Source: an optimization exercise on an open RTL-to-GDS flow (aim: small area). Production flows keep margins and buffers that such runs may drop.
In this exercise RTL edits were held to simulation tests only and were not proved equivalent to the original.
Power is estimated from default activity; no workload was simulated.

==> flow/design.v <==
module project2(dip,btn,clk,rst,anodes,cathodes,leds);
input [4:0] dip;
input [3:0] btn;
input clk;
input rst;
output [3:0] anodes;
output [6:0] cathodes;
output [7:0] leds;
reg [1:0] p;
reg [11:0] x;
reg [5:0] y;
wire xt = x[11] & x[10] & x[9] & x[8] & x[7] & x[5];   
wire yt = y[5] & y[4] & y[1];                           
wire ph1 = ~p[1] & p[0];
wire ph3 = p[1] & p[0];
wire tick1 = ph1 & xt;    
wire tick2 = ph1 & yt;    
always @(posedge clk) begin
	if (rst) begin
		p <= 2'd0;
		x <= 12'd2000;
		y <= 6'd25;
	end else begin
		p <= p + 2'd1;
		if (ph3) begin
			x <= xt ? 12'd0 : x + 12'd1;
			y <= yt ? 6'd0 : y + 6'd1;
		end
	end
end
reg unl, pau;
reg [1:0] seg;          
reg [3:0] d0, d1, d2;   
reg [1:0] d3;
reg dead;               
reg [3:0] flag;         
reg [4:0] pc;           
reg [12:0] t;           
reg led;
reg [1:0] dm;           
reg [1:0] ds;           
wire loc = ~unl & ~pau;
wire [1:0] segn = seg + 2'd1;
wire texp = t[12] & t[9] & t[8] & t[7] & t[3] & t[0];    
wire pexp = t[11] & t[8] & t[7] & t[6] & t[2] & t[0];    
wire valid = (dip[3:0] == 4'b0001) | (dip[3:0] == 4'b0010) |
             (dip[3:0] == 4'b0100) | (dip[3:0] == 4'b1000);
wire [3:0] nw = valid ? (btn & ~flag) : 4'd0;
wire [4:0] pcn = pc + nw[0] + nw[1] + nw[2] + nw[3];
wire over = pcn > 5'd20;
wire [4:0] s0 = d0 + nw;
wire [4:0] s1 = d1 + nw;
wire [4:0] s2 = d2 + nw;
wire [4:0] s3 = d3 + nw;
wire [3:0] d0n = dip[0] ? s0[3:0] : d0;
wire [3:0] d1n = dip[1] ? s1[3:0] : d1;
wire [3:0] d2n = dip[2] ? s2[3:0] : d2;
wire [1:0] d3n = dip[3] ? s3[1:0] : d3;
wire deadn = dead | (dip[0] & (s0 > 5'd9)) | (dip[1] & (s1 > 5'd8)) |
                    (dip[2] & (s2 > 5'd8)) | (dip[3] & (s3 > 5'd3));
wire unlock = ~deadn & (d0n == 4'd9) & (d1n == 4'd8) & (d2n == 4'd8) & (d3n == 2'd3);
wire fpn = (t != 13'd0) | (nw != 4'd0);
wire clr = rst | ~loc;
always @(posedge clk) begin
	if (clr) begin
		d0 <= 4'd0; d1 <= 4'd0; d2 <= 4'd0; d3 <= 2'd0;
		dead <= 1'b0;
		flag <= 4'd0;
		pc <= 5'd0;
	end else if (tick2) begin
		if (valid) begin
			d0 <= d0n; d1 <= d1n; d2 <= d2n; d3 <= d3n;
			dead <= deadn;
			flag <= btn;
			pc <= pcn;
		end
	end
end
always @(posedge clk) begin
	if (rst) begin
		unl <= 1'b0; pau <= 1'b0;
		seg <= 2'd0;
		t <= 13'd0;
		led <= 1'b0;
		dm <= 2'd0; ds <= 2'd0;
	end else begin
		if (tick1)
			led <= unl & ~led;
		if (tick2) begin
			seg <= segn;
			if (loc) begin
				if (texp) begin
					pau <= 1'b1; t <= 13'd0;
				end else if (over) begin
					pau <= 1'b1; t <= 13'd0;
				end else if (unlock) begin
					unl <= 1'b1; t <= 13'd0;
				end else begin
					dm <= 2'd0; ds <= segn;
					if (fpn) t <= t + 13'd1;
				end
			end else if (unl) begin
				if (dip[4]) unl <= 1'b0;
				else begin dm <= 2'd1; ds <= segn; end
			end else begin
				dm <= 2'd2; ds <= segn;
				if (pexp) begin
					pau <= 1'b0; t <= 13'd0;
				end else
					t <= t + 13'd1;
			end
		end
	end
end
reg [3:0] an;
reg [6:0] ca;
always @* begin
	case ({dm, ds})
	4'b00_00: begin an = 4'b1111; ca = 7'b1111111; end
	4'b00_01: begin an = 4'b1101; ca = 7'b1000110; end  
	4'b00_10: begin an = 4'b1011; ca = 7'b1000000; end  
	4'b00_11: begin an = 4'b0111; ca = 7'b1000111; end  
	4'b01_00: begin an = 4'b1110; ca = 7'b1000110; end  
	4'b01_01: begin an = 4'b1101; ca = 7'b1000111; end  
	4'b01_10: begin an = 4'b1011; ca = 7'b0101011; end  
	4'b01_11: begin an = 4'b0111; ca = 7'b1000001; end  
	4'b10_00: begin an = 4'b1110; ca = 7'b0010010; end  
	4'b10_01: begin an = 4'b1101; ca = 7'b1000001; end  
	4'b10_10: begin an = 4'b1011; ca = 7'b0001000; end  
	4'b10_11: begin an = 4'b0111; ca = 7'b0001100; end  
	default:  begin an = 4'b1111; ca = 7'b1111111; end
	endcase
end
assign anodes = an;
assign cathodes = ca;
assign leds = {8{led}};
endmodule
==> flow/run.sh <==
#!/bin/bash
# synth_recipe.tcl (not shown) runs the flow's synth.tcl, then flattens the netlist and writes it again
# the make line also repeats each setting of config.mk as NAME=value (left out here)
make -C /OpenROAD-flow-scripts/flow DESIGN_CONFIG=/design/flow/config.mk WORK_HOME=/design/flow/orfs CLKGATE_MAP_FILE= SYNTH_SCRIPT=/design/flow/synth_recipe.tcl finish
==> flow/config.mk <==
export PLATFORM = sky130hd
export DESIGN_NAME = project2
export DESIGN_NICKNAME = project2
export VERILOG_FILES = /design/flow/design.v
export SDC_FILE = /design/flow/constraint.sdc
export NUM_CORES = 4
export LEC_CHECK = 0
export CAP_MARGIN = 20
export CORE_MARGIN = 2
export CORE_UTILIZATION = 70
export PLACE_DENSITY = 0.8
export SLEW_MARGIN = 20
==> flow/constraint.sdc <==
create_clock -name core_clock -period 12.0 [get_ports {clk}]
set_input_delay 2.4000 -clock core_clock [delete_from_list [all_inputs] [get_ports {clk}]]
set_output_delay 2.4000 -clock core_clock [all_outputs]
set_load 0.01 [all_outputs]
==> run notes, run 1 <==
setup_tns=0 ns; CTS Buffer Depth=2; hold_buf cts=0; Hold Vio Cnt, Final=0; Post-CTS Setup Bufs=0; area added between synthesis and finish=7.92%; skew final=0.00997 ns; fin crit share=0.729; min cycle time layout=8.75 ns; vias=4,296; CP Max Fanout=18; family with the most delay on the worst path=compound AO/OA/AOI/OAI gates; Worst Path Arrival=9.01 ns; Slowest-stage cell, CP=clkdlybuf4s50_1; full die area=7660 um^2; vias in the first global route=4,009; DRT Pass-1 Iters=5; first-pass GRT wire length=18.2 mm; Mapped Cells=600; Critical Path RT=12.25 ns; DP Wirelength=7.81 mm; Gates resized, CTS repair=0; initial DRC count=about 420; Synth area leader=dfxtp_1; CTS tree=built; RSZ-0062 raised after global routing=false; Slew Viols, Final=0; Worst Path Buf+Inv=5; fmax=114 MHz; drt via density=6.23; leakage=1.92 nW; Initial Utilization=0.723; GR Util met3=0.0398; sequential area share after synthesis=0.316; Synth Register Bits=77; final setup margin=3.25 ns; Most used DFF post-synth=dfxtp_1; Core Rows=30; IO Pins=30; EDFF count, synth=0; port bufs=29; ranking of synthesized cells by area=dfxtp_1 32%, ha_1 5.6%, nor2_1 4.5%; total track usage=0.296; Critical Path Most Common Cell=inv_1; CP Class=in2reg; initial antenna violation count=0; Mapped Nets=640; Routed Antenna Nets=0; share of the synthesized area in the top cell type=0.316; CTS Buf Count=9; Synth async-reset ratio=0; total of warnings raised by yosys=1; CP cell instances=clkdlybuf4s50_1 > xor2_1 > a22oi_4 > nor3b_1 > inv_1 > fa_1 > inv_1 > fa_1 > inv_1 > fa_1 > nand2b_1 > a21oi_1 > o221ai_1 > a22oi_1 > o21ai_0 > a221o_1 > a21oi_2 > mux2i_1 > and2_1 > inv_1 > ha_1 > nor3b_1 > a221oi_1; clk root buf=clkbuf_8; PwrDens=91.7 nW/um^2; Critical Path Sink Type=register; Slew @ Worst Pin=between 0.8 and 0.9 ns; wire per inst=15.6 um; Min-Delay Path Class=reg2reg; worst slack, placed=2.97 ns; share of layout cells above drive strength 1=0.0590; met2 Usage GRT=0.490; clk slew on worst S/H paths=~0.08 ns; max_cap viols=0; clk sink count=77; CORE AREA=6760 um^2; Total Power=between 0.4 and 0.5 mW; ant diodes=0; global route overflow=0; Residual DRC=0; # H-tree levels=3; final WL=around 11 mm; Clk Latency, worst-skew pair=0.35 ns; VDD IR max=0.0000725 V; Startpoint Class=input pin; RD Place Congestion=0.929; fillers=498; die width=around 90 um; Largest stage delay, worst path=between 0.8 and 0.9 ns; most used routing layer=met2; synthesized cell area=4880 um^2; final setup fails=0; number of distinct library cells after synthesis=73; Final nets=646; outcome=no timing/DRC/antenna violations; relative slew slack=0.399; met1 Use GR=0.395; Die Span Y=87.5 um; largest net degree at the start of global routing=28; Synth Area per Inst=8.14 um^2
[per-stage QoR]
step / instance area (um^2) / hold slack [ns] / utilization / cells
finish: 5270 / 0.445 / 0.780 / 690
global route: 5270 / 0.466 / 0.780 / 690
detailed placement: 5100 / 0.429 / 0.754 / 675
CTS: 5270 / 0.446 / 0.780 / 690
global placement: 5100 / 0.421 / 0.754 / 675
floorplan: 4880 / 0.406 / - / 600
[final timing paths]
check / start / endpoint / slack [ns] / cells past startpoint
min: p[0] / p[0] / 0.44 / 1
max reg2reg: flag[2] / cathodes[2] / 6.38 / 21
max: dip[1] / cathodes[2] / 3.25 / 23
min reg2reg: p[0] / p[0] / 0.44 / 1
[sequential cells by signal, summed over array words and instances, names as in the netlist, 4 cells and up]
signal / flops
d2: 4
anodes: 4
pc: 5
x: 12
cathodes: 7
d1: 4
flag: 4
t: 13
y: 6
d0: 4
[final cells by class]
cell class	instances	area, um^2	area share
Clock inverter	5	35.0	0.00665
Tap cell	80	100	0.0190
Inverter	34	129	0.0245
Sequential cell	77	1540	0.293
Clock buffer	10	138	0.0261
Multi-Input combinational cell	452	3010	0.572
Timing Repair Buffer	32	313	0.0594
[power by group]
part           switching, mW  total, mW  internal [mW]
logic                 0.0318     0.0501         0.0183
clock network         0.0958      0.176         0.0799
registers            0.00108      0.258          0.257
total                  0.129      0.483          0.355
[synthesized netlist by cell type (all sizes together), types with 2 or more instances]
master / number
mux2i: 4
nor2: 58
or3b: 2
and2: 6
o31ai: 3
nor4: 9
a221oi: 5
or2: 4
a22oi: 3
a311oi: 4
a21o: 9
o2111ai: 2
buf: 17
nand2: 54
or3: 7
o21bai: 3
ha: 22
nor3b: 7
nand3: 27
nor2b: 13
o211a: 2
a211oi: 6
nor3: 13
a221o: 2
clkbuf: 20
mux2: 3
a21oi: 38
o221ai: 2
o211ai: 4
xnor2: 21
nor4b: 4
nand2b: 13
nand3b: 5
inv: 33
nand4: 12
and3: 12
fa: 7
o311ai: 2
nand4b: 3
a31oi: 3
o21ai: 29
dfxtp: 77
xor2: 15
[cell families after synthesis]
group,synth area share
AND/OR/NAND/NOR,0.276
AO/OA/AOI/OAI,0.174
flip-flops,0.316
buffers and inverters,0.0671
XOR/XNOR,0.0661
adder cells (fa/ha/maj),0.0851
multiplexers,0.0159
[metal layers]
metal  vias to the layer above  wire length [um]
met5                         -                 0
met4                         0               227
met3                        33               561
met2                       131              5250
met1                      2007              4720
li1                       2125                 -
[placed cells by master (no fill, tap or decap), types with 4 or more instances in the layout]
master and count:
nor3_1 12, clkbuf_8 10, nand3_1 27, nand4_1 12
a311oi_1 4, xnor2_1 21, and2_1 6, nand2_1 54
dfxtp_1 77, mux2i_1 4, a21o_1 9, nor2_1 58
nor2b_1 13, a21oi_1 37, a221oi_1 5, ha_1 22
nand3b_1 5, nand2b_1 13, a211oi_1 6, clkdlybuf4s50_1 29
fa_1 7, xor2_1 14, inv_1 33, nor4_1 6
o21ai_0 28, nor3b_1 7, or3_1 7, o211ai_1 4
and3_1 11
==> run 2, diff against run 1 <==
==> flow/design.v (replaced) <==
module project2(dip,btn,clk,rst,anodes,cathodes,leds);
input [4:0] dip;
input [3:0] btn;
input clk;
input rst;
output [3:0] anodes;
output [6:0] cathodes;
output [7:0] leds;
reg [12:0] c1;
reg [6:0] c2;
reg sc1, sc2;
wire w1 = (c1 == 13'd1354);
wire w2 = (c2 == 7'd45);
wire tick1 = w1 & ~sc1;   
wire tick2 = w2 & ~sc2;   
always @(posedge clk) begin
	if (rst | w1) c1 <= 13'd0;
	else c1 <= {c1[11:0], ~(c1[12] ^ c1[11] ^ c1[10])};
	if (rst | w2) c2 <= 7'd0;
	else c2 <= {c2[5:0], ~(c2[6] ^ c2[5])};
	if (rst) begin
		sc1 <= 1'b0; sc2 <= 1'b0;
	end else begin
		if (w1) sc1 <= ~sc1;
		if (w2) sc2 <= ~sc2;
	end
end
reg unl, pau;
reg [1:0] seg;               
reg [3:0] r0, r1, r2;        
reg [1:0] r3;
reg dead;                    
reg [3:0] flag;              
reg [4:0] rem;               
reg [12:0] t;                
reg led;
reg [1:0] dm;                
reg [1:0] ds;                
wire loc = ~unl & ~pau;
wire [1:0] segn = seg + 2'd1;
wire texp = t[12] & t[9] & t[8] & t[7] & t[3] & t[0];    
wire pexp = t[11] & t[8] & t[7] & t[6] & t[2] & t[0];    
wire valid = (dip[3:0] == 4'b0001) | (dip[3:0] == 4'b0010) |
             (dip[3:0] == 4'b0100) | (dip[3:0] == 4'b1000);
wire [3:0] nw = valid ? (btn & ~flag) : 4'd0;
wire [2:0] np = nw[0] + nw[1] + nw[2] + nw[3];
wire [5:0] remd = {1'b0, rem} - {3'b000, np};
wire over = remd[5];
wire [3:0] rsel = ({4{dip[0]}} & r0) | ({4{dip[1]}} & r1) |
                  ({4{dip[2]}} & r2) | ({4{dip[3]}} & {2'b00, r3});
wire [4:0] diff = {1'b0, rsel} - {1'b0, nw};
wire deadn = dead | diff[4];
wire unlock = ~deadn & (diff[3:0] == 4'd0) &
              (dip[0] | (r0 == 4'd0)) & (dip[1] | (r1 == 4'd0)) &
              (dip[2] | (r2 == 4'd0)) & (dip[3] | (r3 == 2'd0));
wire fpn = (t != 13'd0) | (nw != 4'd0);
always @(posedge clk) begin
	if (rst | ~loc) begin
		r0 <= 4'd9; r1 <= 4'd8; r2 <= 4'd8; r3 <= 2'd3;
		dead <= 1'b0;
		flag <= 4'd0;
		rem <= 5'd20;
	end else if (tick2 & valid) begin
		if (dip[0]) r0 <= diff[3:0];
		if (dip[1]) r1 <= diff[3:0];
		if (dip[2]) r2 <= diff[3:0];
		if (dip[3]) r3 <= diff[1:0];
		dead <= deadn;
		flag <= btn;
		rem <= remd[4:0];
	end
end
always @(posedge clk) begin
	if (rst) begin
		unl <= 1'b0; pau <= 1'b0;
		seg <= 2'd0;
		t <= 13'd0;
		led <= 1'b0;
		dm <= 2'd0; ds <= 2'd0;
	end else begin
		if (tick1)
			led <= unl & ~led;
		if (tick2) begin
			seg <= segn;
			if (loc) begin
				if (texp | over) begin
					pau <= 1'b1; t <= 13'd0;
				end else if (unlock) begin
					unl <= 1'b1; t <= 13'd0;
				end else begin
					dm <= 2'd0; ds <= segn;
					if (fpn) t <= t + 13'd1;
				end
			end else if (unl) begin
				if (dip[4]) unl <= 1'b0;
				else begin dm <= 2'd1; ds <= segn; end
			end else begin
				dm <= 2'd2; ds <= segn;
				if (pexp) begin
					pau <= 1'b0; t <= 13'd0;
				end else
					t <= t + 13'd1;
			end
		end
	end
end
wire [3:0] dc = {dm, ds};
wire [10:0] disp =
	(dc == 4'b00_01) ? {4'b1101, 7'b1000110} :  
	(dc == 4'b00_10) ? {4'b1011, 7'b1000000} :  
	(dc == 4'b00_11) ? {4'b0111, 7'b1000111} :  
	(dc == 4'b01_00) ? {4'b1110, 7'b1000110} :  
	(dc == 4'b01_01) ? {4'b1101, 7'b1000111} :  
	(dc == 4'b01_10) ? {4'b1011, 7'b0101011} :  
	(dc == 4'b01_11) ? {4'b0111, 7'b1000001} :  
	(dc == 4'b10_00) ? {4'b1110, 7'b0010010} :  
	(dc == 4'b10_01) ? {4'b1101, 7'b1000001} :  
	(dc == 4'b10_10) ? {4'b1011, 7'b0001000} :  
	(dc == 4'b10_11) ? {4'b0111, 7'b0001100} :  
	                   {4'b1111, 7'b1111111};   
assign anodes = disp[10:7];
assign cathodes = disp[6:0];
assign leds = {8{led}};
endmodule
==> run 2 against run 1 <==
Against the previous run:
- largest power group unchanged
- hold slack improved by 0.017 ns
- synthesized area fell by 25%
- utilization increased by 3.4 points
- sequential cell count down 9
- still clean
- first-iteration DRC count shrank 55%
==> run notes, run 2 <==
CTS tree=built; Synth area leader=dfxtp_1; hold-critical path depth=1; Most used DFF post-synth=dfxtp_1; hold_buf cts=0; fillers=367; PwrDens=around 120 nW/um^2; CP Class=in2reg; worst r2r src=flag[1]; # H-tree levels=3; RR Endpoint=t[9]; commonest non-fill, non-tap cell in the layout=dfxtp_1; Routed Antenna Nets=0; fmax=143 MHz; post-placement cell count=501; Commonest cells post-synth=68 x dfxtp_1, 46 x nand2_1, 36 x nor2_1, 32 x inv_1; Total Power=0.515 mW; VDD IR max=between 0.0001 and 0.00015 V; first-pass GRT wire length=approximately 14 mm; Slew Viols, Final=0; ant diodes=0; drt via density=6.03; Mapped Nets=452; Startpoint Class=input pin; Hold Vio Cnt, Final=0; Worst Path Arrival=between 7 and 8 ns; Synth async-reset ratio=0; Residual DRC=0; DP Wirelength=5.62 mm; wire per inst=15.6 um; Critical Path Sink Type=register; vias=around 3,100; Critical Path RT=12.29 ns; clk root buf=clkbuf_8; relative slew slack=0.436; IO Pins=30; vias in the first global route=2,983; count leader, synth=dfxtp_1; largest net degree at the start of global routing=30; share of the synthesized area in the top cell type=0.370; total of warnings raised by yosys=1; clk slew on worst S/H paths=0.08 ns; Gates resized, CTS repair=0; Largest stage delay, worst path=approximately 0.72 ns; Synth Register Bits=slightly below 70; Initial Utilization=0.724; area added between synthesis and finish=12.4%; Slew @ Worst Pin=~0.84 ns; final setup margin=approximately 5 ns; CP Max Fanout=12; CP cell instances=clkdlybuf4s50_1 > o31ai_1 > nand3_1 > inv_1 > fa_1 > fa_1 > fa_1 > inv_1 > ha_1 > nand2_1 > and4b_1 > o21ai_0 > o2111a_1 > nand4_1 > o211ai_2; Final nets=approximately 470; leakage=around 1.6 nW; max_cap viols=0; Core Rows=26; setup_tns=0 ns; CORE AREA=5070 um^2; design area=4130 um^2; post-place instance area=3910 um^2; Critical Path Most Common Cell=fa_1; port bufs=29; min cycle time layout=6.98 ns; ranking of synthesized cells by area=dfxtp_1 37%, nand2_1 4.7%, nor2_1 3.7%; CTS Buf Count=9; DRT Pass-1 Iters=6; sequential area share after synthesis=0.370; Slowest-stage cell, CP=o31ai_1; Mapped Cells=428; outcome=no timing/DRC/antenna violations; die width=76.5 um; synthesized cell area=around 3700 um^2; most frequent cells in the layout=68 x dfxtp_1, 46 x nand2_1, 36 x nor2_1; Clk Latency, worst-skew pair=0.36 ns; R2R depth=14; RD Place Congestion=0.895; total track usage=0.300; CTS Buffer Depth=2; Die Span Y=between 70 and 80 um; share of layout cells above drive strength 1=0.0850; number of distinct library cells after synthesis=62; fin crit share=0.582; final setup fails=0; Post-CTS Setup Bufs=0; EDFF count, synth=0; flop2flop setup slack=7.98 ns; Worst Hold End=c1[3]; initial antenna violation count=0; Min-Delay Path Class=reg2reg; RSZ-0062 raised after global routing=false; skew final=0.00589 ns; hold_sp=c1[2]; worst slack, placed=approximately 4.7 ns; full die area=5850 um^2; Finished Core Util=0.814; final WL=8.06 mm; clk sink count=between 60 and 70; worst hold margin=0.461 ns; Synth Area per Inst=8.59 um^2; initial DRC count=between 150 and 200; global route overflow=0; fin cells=517
## run 2: changes by cell type after synthesis, moves of 11 or more
| cell | change |
|---|---|
| ha_1 | -15 |
| nor2_1 | -22 |
| nand2b_1 | -11 |
| xnor2_1 | -11 |
| a21oi_1 | -18 |
| o21ai_0 | -21 |
## run 2: worst max path at each step
stage / depth (start not counted) / startpoint / to
floorplan: 17 / dip[1] / t[10]
global placement: 15 / dip[2] / t[8]
detailed placement: 15 / dip[2] / t[4]
CTS: 15 / dip[2] / t[4]
global route: 15 / dip[1] / t[4]
finish: 15 / dip[2] / t[9]
## run 2: power breakdown
part	internal [mW]	switching [mW]	total (mW)
Combinational	0.0252	0.0344	0.0596
Sequential	0.233	0.0109	0.244
Clock	0.118	0.0925	0.211
Total	0.377	0.138	0.515
## run 2: metal layers
metal | part of all wire | track usage
met1 | 0.43 | 0.372
met2 | 0.49 | 0.499
met3 | 0.053 | 0.0640
met4 | 0.023 | 0.138
met5 | 0 | 0
## run 2: final cells by class
type / instances / area, um^2 / share of cell area
inverter: 32 / 120 / 0.0291
clock inverter: 7 / 98.8 / 0.0239
tap: 70 / 87.6 / 0.0212
multi-input combinational: 300 / 2030 / 0.492
timing repair buffer: 31 / 305 / 0.0739
sequential: 68 / 1360 / 0.330
clock buffer: 9 / 124 / 0.0300
## run 2: cell families after synthesis
family	count (synthesis)	synth area share
AO/OA/AOI/OAI	71	0.156
adder cells (fa/ha/maj)	13	0.0565
buffers and inverters	60	0.0776
AND/OR/NAND/NOR	195	0.287
flip-flops	68	0.370
multiplexers	7	0.0191
XOR/XNOR	14	0.0334
## run 2: worst max-delay path, delay by kind of cell
family / cells / cell delay, ns
adder cells (fa/ha/maj): 4 / 1.66
AND/OR/NAND/NOR: 4 / 0.67
buffers and inverters: 3 / 0.80
AO/OA/AOI/OAI: 4 / 1.73
==> run 3, diff against run 2 <==
==> flow/flow/run.sh (new file) <==
#!/bin/bash
# Own layout flow: the standard ORFS flow (standard.sh) with
#  - an area-oriented ABC script in synthesis (flow/area.abc) and no
#    separate full/half-adder cell mapping; registers are mapped by the
#    standard synthesis exactly as before, only the logic between them changes;
#  - minimum-size buffers on the input and output ports;
#  - a clock tree without dummy balancing loads.
# Each tool's output goes to the ORFS logs under orfs/logs; make's own output
# goes to flow_make.log here.
set -euo pipefail
here=$(pwd)
flowdir=$here/flow
cat > "$here/own_synth.tcl" <<EOT
proc abc {args} {
  set i [lsearch \$args -script]
  if {\$i >= 0} { set args [lreplace \$args \$i [expr {\$i+1}] -script $flowdir/area.abc] }
  set j [lsearch \$args -D]
  if {\$j >= 0} { set args [lreplace \$args \$j [expr {\$j+1}]] }
  yosys abc {*}\$args
}
source $here/synth_recipe.tcl
EOT
sed "s#SYNTH_SCRIPT=[^ ]*#SYNTH_SCRIPT=$here/own_synth.tcl#" standard.sh > own_standard.sh
bash own_standard.sh ADDER_MAP_FILE= \
  "BUFFER_PORTS_ARGS=-buffer_cell sky130_fd_sc_hd__buf_1" \
  "CTS_ARGS=-sink_clustering_enable -repair_clock_nets -dont_use_dummy_load -buf_list {sky130_fd_sc_hd__clkbuf_4 sky130_fd_sc_hd__clkbuf_8}" \
  finish > flow_make.log 2>&1
mkdir -p logs_copy
cp -r orfs/logs/* logs_copy/ 2>/dev/null || true
==> flow/flow/area.abc (new file) <==
strash
dc2
dch -f
amap
topo
==> flow/standard.sh (new file) <==
#!/bin/bash
# synth_recipe.tcl (not shown) runs the flow's synth.tcl, then flattens the netlist and writes it again
# the make line also repeats each setting of config.mk as NAME=value (left out here)
make -C /OpenROAD-flow-scripts/flow DESIGN_CONFIG=/design/flow/config.mk WORK_HOME=/design/flow/orfs CLKGATE_MAP_FILE= SYNTH_SCRIPT=/design/flow/synth_recipe.tcl "${@:-finish}"
removed: flow/run.sh
==> run 3 against run 2 <==
Against the previous run:
- largest cell class unchanged
- utilization fell by 1.4 points
- global-route usage fell by 1.3 points
- still clean on timing, DRC and antenna
- die area fell by 17%
- critical endpoint is now t[11]
- largest power group unchanged
- critical path depth rose by 18
==> run notes, run 3 <==
Sw Ratio=0.236; Mapped Cells=~390; CTS Buffer Depth=2; Residual DRC=0; relative slew slack=0.485; Critical Path Sink Type=register; Min-Delay Path Class=reg2reg; Clk network pwr share=0.345; global route overflow=0; Synth async-reset ratio=0; RD Place Congestion=0.922; CTS tree=built; skew final=0.0207 ns; Hold Vio Cnt, Final=0; Worst Path Arrival=roughly 7.9 ns; VDD IR max=0.0000831 V; CTS Buf Count=9; Psw=0.0938 mW; largest net degree at the start of global routing=18; initial DRC count=around 260; drt via density=approximately 6; Slowest-stage cell, CP=nor3b_1; worst hold margin=0.424 ns; Startpoint Class=input pin; RSZ-0062 raised after global routing=false; Clk Latency, worst-skew pair=0.34 ns; Core Rows=23; sequential area share after synthesis=0.453; worst slack, placed=4.30 ns; Synth area leader=dfxtp_1; hold_buf cts=0; first-pass GRT wire length=between 10 and 15 mm; clk root buf=clkbuf_8; fin crit share=0.635; total of warnings raised by yosys=1; Gates resized, CTS repair=0; Critical Path RT=12.25 ns; share of layout cells above drive strength 1=0.0238; share of the synthesized area in the top cell type=0.453; EDFF count, synth=0; setup_tns=0 ns; Commonest cells post-synth=79 x nor2_1, 68 x dfxtp_1, 56 x clkinv_1, 31 x a21oi_1, 25 x nand2_1; synthesized cell area=3000 um^2; hold_sp=c1[8]; Largest stage delay, worst path=roughly 0.5 ns; max_cap viols=0; post-placement cell count=461; crit path from=dip[2]; # H-tree levels=3; DP Wirelength=4.64 mm; PwrDens=122 nW/um^2; IO Pins=30; die width=69.5 um; final WL=6.52 mm; vias=2,810; fin cells=470; most used routing layer=met2; met1 Use GR=0.376; GR Util met3=0.0741; worst r2r src=flag[1]; initial antenna violation count=0; commonest non-fill, non-tap cell in the layout=nor2_1; most frequent cells in the layout=79 x nor2_1, 68 x dfxtp_1, 56 x clkinv_1; Die Span Y=69.5 um; Comb power frac=0.081; met2 Usage GRT=0.457; CORE AREA=approximately 4100 um^2; fmax=around 130 MHz; wire per inst=13.9 um; Synth Area per Inst=7.72 um^2; Routed Antenna Nets=0; Most used DFF post-synth=dfxtp_1; final setup fails=0; Int Pwr=0.303 mW; ranking of synthesized cells by area=dfxtp_1 45%, nor2_1 9.9%, clkinv_1 7.0%; CP Class=in2reg; port bufs=29; min cycle time layout=7.62 ns; count leader, synth=nor2_1; Initial Utilization=0.740; Slew Viols, Final=0; Finished Core Util=0.800; Flop pwr share=0.574; Slew @ Worst Pin=0.770 ns; Post-CTS Setup Bufs=0; number of distinct library cells after synthesis=31; outcome=no timing/DRC/antenna violations; total track usage=0.287; area added between synthesis and finish=8.08%; vias in the first global route=2,599; CP Max Fanout=8; DRT Pass-1 Iters=6; clk slew on worst S/H paths=0.06 ns; clk sink count=68; Final nets=433; Synth Register Bits=68; full die area=4830 um^2; leakage=1.16 nW; Mapped Nets=400; final setup margin=4.38 ns; ant diodes=0
[run 3: critical path: cells and delay by family]
| family | cells | cell delay [ns] |
|---|---|---|
| AOI/OAI and AO/OA | 13 | 2.17 |
| buffers and inverters | 2 | 0.45 |
| and+or+nand+nor | 18 | 2.83 |
[run 3: stage by stage]
step                      instance area (um^2)  power, mW
final                                     3250      0.397
after global routing                      3250      0.412
after CTS                                 3250      0.398
after detailed placement                  3120      0.263
after global placement                    3120      0.262
after floorplan                           3000      0.254
[run 3: worst paths after layout]
kind                end  slack [ns]  depth (start not counted)
setup reg to reg  t[11]        6.84                         29
setup / recovery  t[11]        4.38                         33
hold / removal    c1[9]        0.42                          2
hold reg to reg   c1[9]        0.42                          2
[run 3: logic make-up (layout without fill, tap and decap cells)]
group,count (synthesis),count (layout),share of synthesized area
AND/OR/NAND/NOR,154,154,0.228
buffers and inverters,64,95,0.0900
flip-flops,68,68,0.453
AO/OA/AOI/OAI,103,103,0.229
[run 3: power by group through the flow]
stage / combinational, mW / clock, mW / sequential [mW]
6_report: 0.0320 / 0.137 / 0.228
5_1_grt: 0.0351 / 0.149 / 0.228
4_1_cts: 0.0311 / 0.139 / 0.228
3_5_place_dp: 0.0304 / 0 / 0.233
3_3_place_gp: 0.0295 / 0 / 0.233
2_1_floorplan: 0.0214 / 0 / 0.233
[run 3: per-layer routing]
metal	up-vias	part of all wire
met5	-	0
met4	0	0.019
met3	20	0.058
met2	98	0.47
met1	1261	0.45
li1	1431	-
[run 3: area by class of cell]
cell class	count	area (um^2)
Multi-Input combinational cell	257	1370
Sequential cell	68	1360
Fill cell	309	811
Inverter	56	210
Clock buffer	9	124
Timing Repair Buffer	30	116
Tap cell	50	62.6
==> run 4, diff against run 3 <==
--- a/flow/flow/run.sh
+++ b/flow/flow/run.sh
@@ -23,7 +23,7 @@
 sed "s#SYNTH_SCRIPT=[^ ]*#SYNTH_SCRIPT=$here/own_synth.tcl#" standard.sh > own_standard.sh
 bash own_standard.sh ADDER_MAP_FILE= \
   "BUFFER_PORTS_ARGS=-buffer_cell sky130_fd_sc_hd__buf_1" \
-  "CTS_ARGS=-sink_clustering_enable -repair_clock_nets -dont_use_dummy_load -buf_list {sky130_fd_sc_hd__clkbuf_4 sky130_fd_sc_hd__clkbuf_8}" \
+  "CTS_ARGS=-sink_clustering_enable -repair_clock_nets -dont_use_dummy_load -buf_list {sky130_fd_sc_hd__clkbuf_4}" \
   finish > flow_make.log 2>&1
 mkdir -p logs_copy
 cp -r orfs/logs/* logs_copy/ 2>/dev/null || true
==> run 4 against run 3 <==
Against the previous run:
- clock skew is 0.015 ns higher
- first-iteration DRC count is 6.2% lower
- sequential share of layout area is 0.74 points higher
- setup slack better by 0.18 ns
- sequential cell count stayed put
- design area is 1.7% lower
- still clean on timing, DRC and antenna
- critical path depth stayed put
- clock-buffer cell count stayed put
- combinational power is 2% lower
- critical path type unchanged
- highest routed layer unchanged
- total power is 9.2% lower
- hold slack worse by 0.0090 ns
==> run notes, run 4 <==
outcome=no timing/DRC/antenna violations; Synth Area per Inst=7.72 um^2; Synth Area in Simple Gates=0.228; EDFF count, synth=0; max_cap viols=0; area added between synthesis and finish=6.21%; wire per inst=roughly 13 um; ant diodes=0; final setup fails=0; most frequent cells in the layout=79 x nor2_1, 68 x dfxtp_1, 56 x clkinv_1; RSZ-0062 raised after global routing=false; CTS Buf Count=9; mux share of post-synthesis cell area=0; commonest non-fill, non-tap cell in the layout=nor2_1; Worst Path Arrival=7.78 ns; Die Span Y=69.5 um; leakage=approximately 1.1 nW; share of the synthesized area in the top cell type=0.453; vias=2,796; number of distinct library cells after synthesis=31; CTS Buffer Depth=2; CTS tree=built; first-pass GRT wire length=approximately 11 mm; Synth async-reset ratio=0; initial DRC count=about 240; Core Rows=23; Mapped Nets=400; drt via density=5.95; full die area=4830 um^2; RD Place Congestion=approximately 0.92; VDD IR max=0.0000688 V; setup_tns=0 ns; Mapped Cells=~390; PwrDens=roughly 110 nW/um^2; initial antenna violation count=0; Initial Utilization=0.740; Critical Path RT=12.34 ns; skew final=0.0355 ns; Hold Vio Cnt, Final=0; Critical Path Most Common Cell=nor2_1; Post-Synth Adder-Cell Area=0; Synth Register Bits=68; fin crit share=0.620; # H-tree levels=3; Clk Latency, worst-skew pair=about 0.41 ns; Startpoint Class=input pin; fillers=329; CORE AREA=4060 um^2; Post-CTS Setup Bufs=0; Min-Delay Path Class=reg2reg; Slowest-stage cell, CP=nor3b_1; DRT Pass-1 Iters=4; Critical Path Sink Type=register; Slew @ Worst Pin=0.760 ns; Synth area leader=dfxtp_1; total track usage=0.281; share of layout cells above drive strength 1=0.0238; relative slew slack=0.492; Total Power=roughly 0.36 mW; total of warnings raised by yosys=1; clk root buf=clkbuf_4; clk sink count=slightly below 70; Largest stage delay, worst path=0.47 ns; final WL=6.31 mm; Gates resized, CTS repair=0; ranking of synthesized cells by area=dfxtp_1 45%, nor2_1 9.9%, clkinv_1 7.0%; DP Wirelength=4.64 mm; CP Max Fanout=8; CP Class=in2reg; fmax=134 MHz; min cycle time layout=7.44 ns; Synth Area in Compound Gates=0.229; Final nets=433; largest net degree at the start of global routing=18; post-synthesis xor/xnor area fraction=0; Commonest cells post-synth=79 x nor2_1, 68 x dfxtp_1, 56 x clkinv_1, 31 x a21oi_1, 25 x nand2_1; sequential area share after synthesis=0.453; Routed Antenna Nets=0; port bufs=29; vias in the first global route=2,560; Slew Viols, Final=0; hold_buf cts=0; largest family of logic cells by synthesized area=compound AO/OA/AOI/OAI gates; synthesized cell area=~3000 um^2; FF/Latch Area=1360 um^2; clk slew on worst S/H paths=0.10 ns; Most used DFF post-synth=dfxtp_1; Residual DRC=0; IO Pins=30; die width=69.5 um; global route overflow=0; count leader, synth=nor2_1; area of the multi-input gates=approximately 1400 um^2
## run 4: report_power, final
group          total [mW]  switching [mW]  internal (mW)  leakage, nW
combinational      0.0313          0.0219        0.00940        0.546
sequential          0.227        0.000562          0.227        0.550
clock               0.102          0.0668         0.0348       0.0414
total               0.360          0.0892          0.271         1.14
## run 4: critical path, delay by kind of cell
family | cells | cell delay, ns
AND/OR/NAND/NOR | 19 | 2.87
buffers and inverters | 2 | 0.45
AO/OA/AOI/OAI | 12 | 2.05
## run 4: per-stage QoR
step / cells / hold slack [ns] / area [um^2] / setup WS, ns / utilization
after floorplan: 389 / 0.400 / 3000 / 5.37 / -
after global placement: 461 / 0.411 / 3120 / 4.74 / 0.770
after detailed placement: 461 / 0.418 / 3120 / 4.30 / 0.770
after CTS: 470 / 0.418 / 3190 / 4.65 / 0.786
after global routing: 470 / 0.442 / 3190 / 3.87 / 0.786
final: 470 / 0.415 / 3190 / 4.56 / 0.786
## run 4: kinds of logic after synthesis
family                 Yosys count
and+or+nand+nor                154
AOI/OAI and AO/OA              103
DFF                             68
buffers and inverters           64
## run 4: metal layers
metal | vias to the layer above | track usage | share of wire
li1 | 1434 | - | -
met3 | 11 | 0.0669 | 0.061
met4 | 0 | 0.105 | 0.016
met5 | - | 0 | 0
met1 | 1271 | 0.375 | 0.46
met2 | 80 | 0.443 | 0.46
## run 4: path summary, 6_finish.rpt
kind                            startpoint     to  slack [ns]  depth (start not counted)
worst max register to register     flag[1]  t[12]        6.89                         29
worst min register to register       c2[1]  c2[2]        0.41                          2
worst max-delay path                dip[2]  t[12]        4.56                         33
worst min-delay path                 c2[1]  c2[2]        0.41                          2
## run 4: area by class of cell
cell class,count,area share
Multi-Input combinational cell,257,0.430
Sequential cell,68,0.427
Inverter,56,0.0659
Timing Repair Buffer,30,0.0365
Clock buffer,9,0.0212
Tap cell,50,0.0196
==> run 5, diff against run 4 <==
--- a/flow/design.v
+++ b/flow/design.v
@@ -9,15 +9,15 @@
 reg [12:0] c1;
 reg [6:0] c2;
 reg sc1, sc2;
-wire w1 = (c1 == 13'd1354);
-wire w2 = (c2 == 7'd45);
+wire w1 = ((c1 & 13'b1111011111111) == (13'd3083 & 13'b1111011111111));
+wire w2 = ((c2 & 7'b1011110) == (7'd116 & 7'b1011110));
 wire tick1 = w1 & ~sc1;   
 wire tick2 = w2 & ~sc2;   
+wire clr1 = rst | w1;
+wire clr2 = rst | w2;
 always @(posedge clk) begin
-	if (rst | w1) c1 <= 13'd0;
-	else c1 <= {c1[11:0], ~(c1[12] ^ c1[11] ^ c1[10])};
-	if (rst | w2) c2 <= 7'd0;
-	else c2 <= {c2[5:0], ~(c2[6] ^ c2[5])};
+	c1 <= ~({13{clr1}} | {c1[11:0], ~(c1[12] ^ c1[7] ^ c1[6])});
+	c2 <= ~({7{clr2}} | {c2[5:0], c2[6] ^ c2[0]});
 	if (rst) begin
 		sc1 <= 1'b0; sc2 <= 1'b0;
 	end else begin
==> flow/flow/area.abc (replaced) <==
strash
&get -n
&deepsyn -T 60
&put
dc2
dch -f
amap
topo
==> run 5 against run 4 <==
Against the previous run:
- via count fell by 7.8%
- critical path type unchanged
- still clean
- register-to-register slack gained 1.1 ns
- synthesized cell count is 2.8% lower
- maximum frequency increased by 33%
- critical path depth decreased by 11
- sequential cell count did not move
- largest cell class is now sequential cells
- largest power group unchanged
- total power up 1.9%
- design area shrank 4.2%
==> run notes, run 5 <==
Worst Hold End=c2[6]; fmax=178 MHz; worst hold margin=0.382 ns; Residual DRC=0; Hold Vio Cnt, Final=0; Core Rows=23; die width=just under 70 um; Startpoint Class=input pin; Final nets=422; clk sink count=68; CP Max Fanout=13; Worst Path Arrival=5.89 ns; Commonest cells post-synth=97 x nor2_1, 68 x dfxtp_1, 61 x clkinv_1, 25 x nand2_1, 21 x a21oi_1; min cycle time layout=about 5.6 ns; worst r2r src=c2[3]; flop2flop setup slack=8.02 ns; PwrDens=120 nW/um^2; post-placement cell count=450; full die area=4630 um^2; Gates resized, CTS repair=0; # H-tree levels=3; ranking of synthesized cells by area=dfxtp_1 47%, nor2_1 13%, clkinv_1 8.0%; sequential area share after synthesis=0.474; VDD IR max=between 0.0001 and 0.00015 V; CTS Buffer Depth=2; most frequent cells in the layout=97 x nor2_1, 68 x dfxtp_1, 61 x clkinv_1; area of the multi-input gates=~1200 um^2; largest net degree at the start of global routing=18; vias=between 2,000 and 3,000; Synth Register Bits=68; Most used DFF post-synth=dfxtp_1; relative slew slack=0.495; wire per inst=13.0 um; RD Place Congestion=0.964; CP Class=in2reg; vias in the first global route=2,285; final WL=5.98 mm; leakage=1.12 nW; synthesized cell area=2870 um^2; DP Wirelength=4.44 mm; first-pass GRT wire length=9.72 mm; Clk Latency, worst-skew pair=0.42 ns; EDFF count, synth=0; area added between synthesis and finish=6.50%; Post-CTS Setup Bufs=0; fin crit share=0.468; Min-Delay Path Class=reg2reg; outcome=no timing/DRC/antenna violations; Synth area leader=dfxtp_1; clk root buf=clkbuf_4; global route overflow=0; IO Pins=30; Slew Viols, Final=0; R2R depth=25; skew final=around 0.028 ns; total track usage=0.286; RSZ-0062 raised after global routing=false; Critical Path RT=12.27 ns; Mapped Cells=378; hold_sp=c2[5]; drt via density=approximately 5.6; count leader, synth=nor2_1; commonest non-fill, non-tap cell in the layout=nor2_1; Synth Area per Inst=about 7.6 um^2; RR Endpoint=t[11]; Initial Utilization=0.722; number of distinct library cells after synthesis=35; Mapped Nets=389; FF/Latch Area=1360 um^2; CTS tree=built; max_cap viols=0; initial DRC count=roughly 160; Routed Antenna Nets=0; clk slew on worst S/H paths=about 0.1 ns; hold-critical path depth=1; ant diodes=0; fin cells=459; Synth async-reset ratio=0; share of layout cells above drive strength 1=0.0244; CTS Buf Count=9; share of the synthesized area in the top cell type=0.474; Die Span Y=68.0 um; initial antenna violation count=0; setup_tns=0 ns; Critical Path Sink Type=register; DRT Pass-1 Iters=5; final setup fails=0; fillers=around 300; hold_buf cts=0; Slew @ Worst Pin=around 0.75 ns; CORE AREA=3970 um^2; port bufs=29; total of warnings raised by yosys=1
run 5: changes by cell type after synthesis, moves of 4 or more:
cell	delta
nor3b_1	-4
and3_1	-8
o221ai_1	-6
nor3_1	-5
nand3_1	-4
a21oi_1	-10
o221a_1	-7
clkinv_1	+5
a211oi_1	+5
nor2_1	+18
o22ai_1	+8
run 5: area by class of cell:
class | instances | share of cell area
timing repair buffer | 30 | 0.0381
clock buffer | 9 | 0.0221
multi-input combinational | 241 | 0.399
tap | 50 | 0.0205
inverter | 61 | 0.0749
sequential | 68 | 0.446
run 5: worst max-delay path by stage:
| stage | startpoint | end | slack, ns | depth (start not counted) |
|---|---|---|---|---|
| 3_3_place_gp | dip[1] | ds[0] | 6.32 | 22 |
| 6_report | dip[0] | t[3] | 6.38 | 22 |
| 2_1_floorplan | dip[0] | ds[0] | 6.85 | 21 |
| 4_1_cts | dip[0] | t[3] | 6.46 | 22 |
| 5_1_grt | dip[2] | t[11] | 5.81 | 21 |
| 3_5_place_dp | dip[0] | t[3] | 6.05 | 21 |
run 5: cells by family (layout without fill, tap and decap cells):
group | count (synthesis) | in the layout | synth area share
AND/OR/NAND/NOR | 150 | 150 | 0.218
AO/OA/AOI/OAI | 91 | 91 | 0.206
buffers and inverters | 69 | 100 | 0.101
flip-flops | 68 | 68 | 0.474
run 5: through the flow:
step	util	area [um^2]	worst slack, ns	total power [mW]
floorplan	-	2870	6.85	0.259
global placement	0.752	2990	6.32	0.267
detailed placement	0.752	2990	6.05	0.269
CTS	0.769	3060	6.46	0.368
global route	0.769	3060	5.81	0.381
finish	0.769	3060	6.38	0.367
run 5: routing by layer:
layer	up-vias	routed length (um)	global-route usage
met5	-	0	0
met4	0	131	0.135
met3	16	263	0.0740
met2	71	2800	0.470
met1	1140	2780	0.349
li1	1350	-	-
run 5: report_power, final:
group	switching [mW]	internal (mW)	leakage, nW
registers	0.00319	0.231	0.555
logic	0.0203	0.00908	0.521
clock network	0.0686	0.0348	0.0414
run 5: critical path, stage by stage:
cell and delay, ns:
buf_1 0.18, clkinv_1 0.18, o21ai_0 0.19, nor2_1 0.05, a21oi_1 0.39, nor3_1 0.14
nor2_1 0.14, a21oi_1 0.08, nand2_1 0.11, o21ai_0 0.11, nand2_1 0.12, o21ai_0 0.11
nand2_1 0.12, o21ai_0 0.12, nor2_1 0.16, a21oi_1 0.10, nor3_1 0.26, nor2_1 0.10
a31oi_1 0.24, o21ai_0 0.14, nand2_1 0.37, a211oi_1 0.10

==> re-timing with driven ports <==
No port has a modelled driver above. Below, the same layouts with a new extraction and two added sets of constraints. Step 1 sets driving cells, clkbuf_16 on the clock port and buf_2 on the other inputs (assumed; they add their load-dependent delay and slew). Step 2, shift: input delay + t, output delay - t, t = (earliest + latest rising clock arrival at the registers) / 2. This alone moves slack from input paths to output paths. Slacks: ideal ports / drivers / drivers and shift; pairs: ideal ports / drivers.
run	t (ns)	setup WS [ns]	worst setup path at the end
run 1	0.379	3.250 / 3.255 / 2.876	input to register
run 2	0.384	5.019 / 5.024 / 4.640	input to register
run 3	0.358	4.377 / 4.382 / 4.023	input to register
run 4	0.422	4.557 / 4.564 / 4.142	input to register
run 5	0.428	6.382 / 6.381 / 5.953	input to register
After both steps every run listed still meets setup and hold. The setup slack of run 5, which loses most, moves by -0.001 ns with the drivers and by -0.429 ns with both steps.
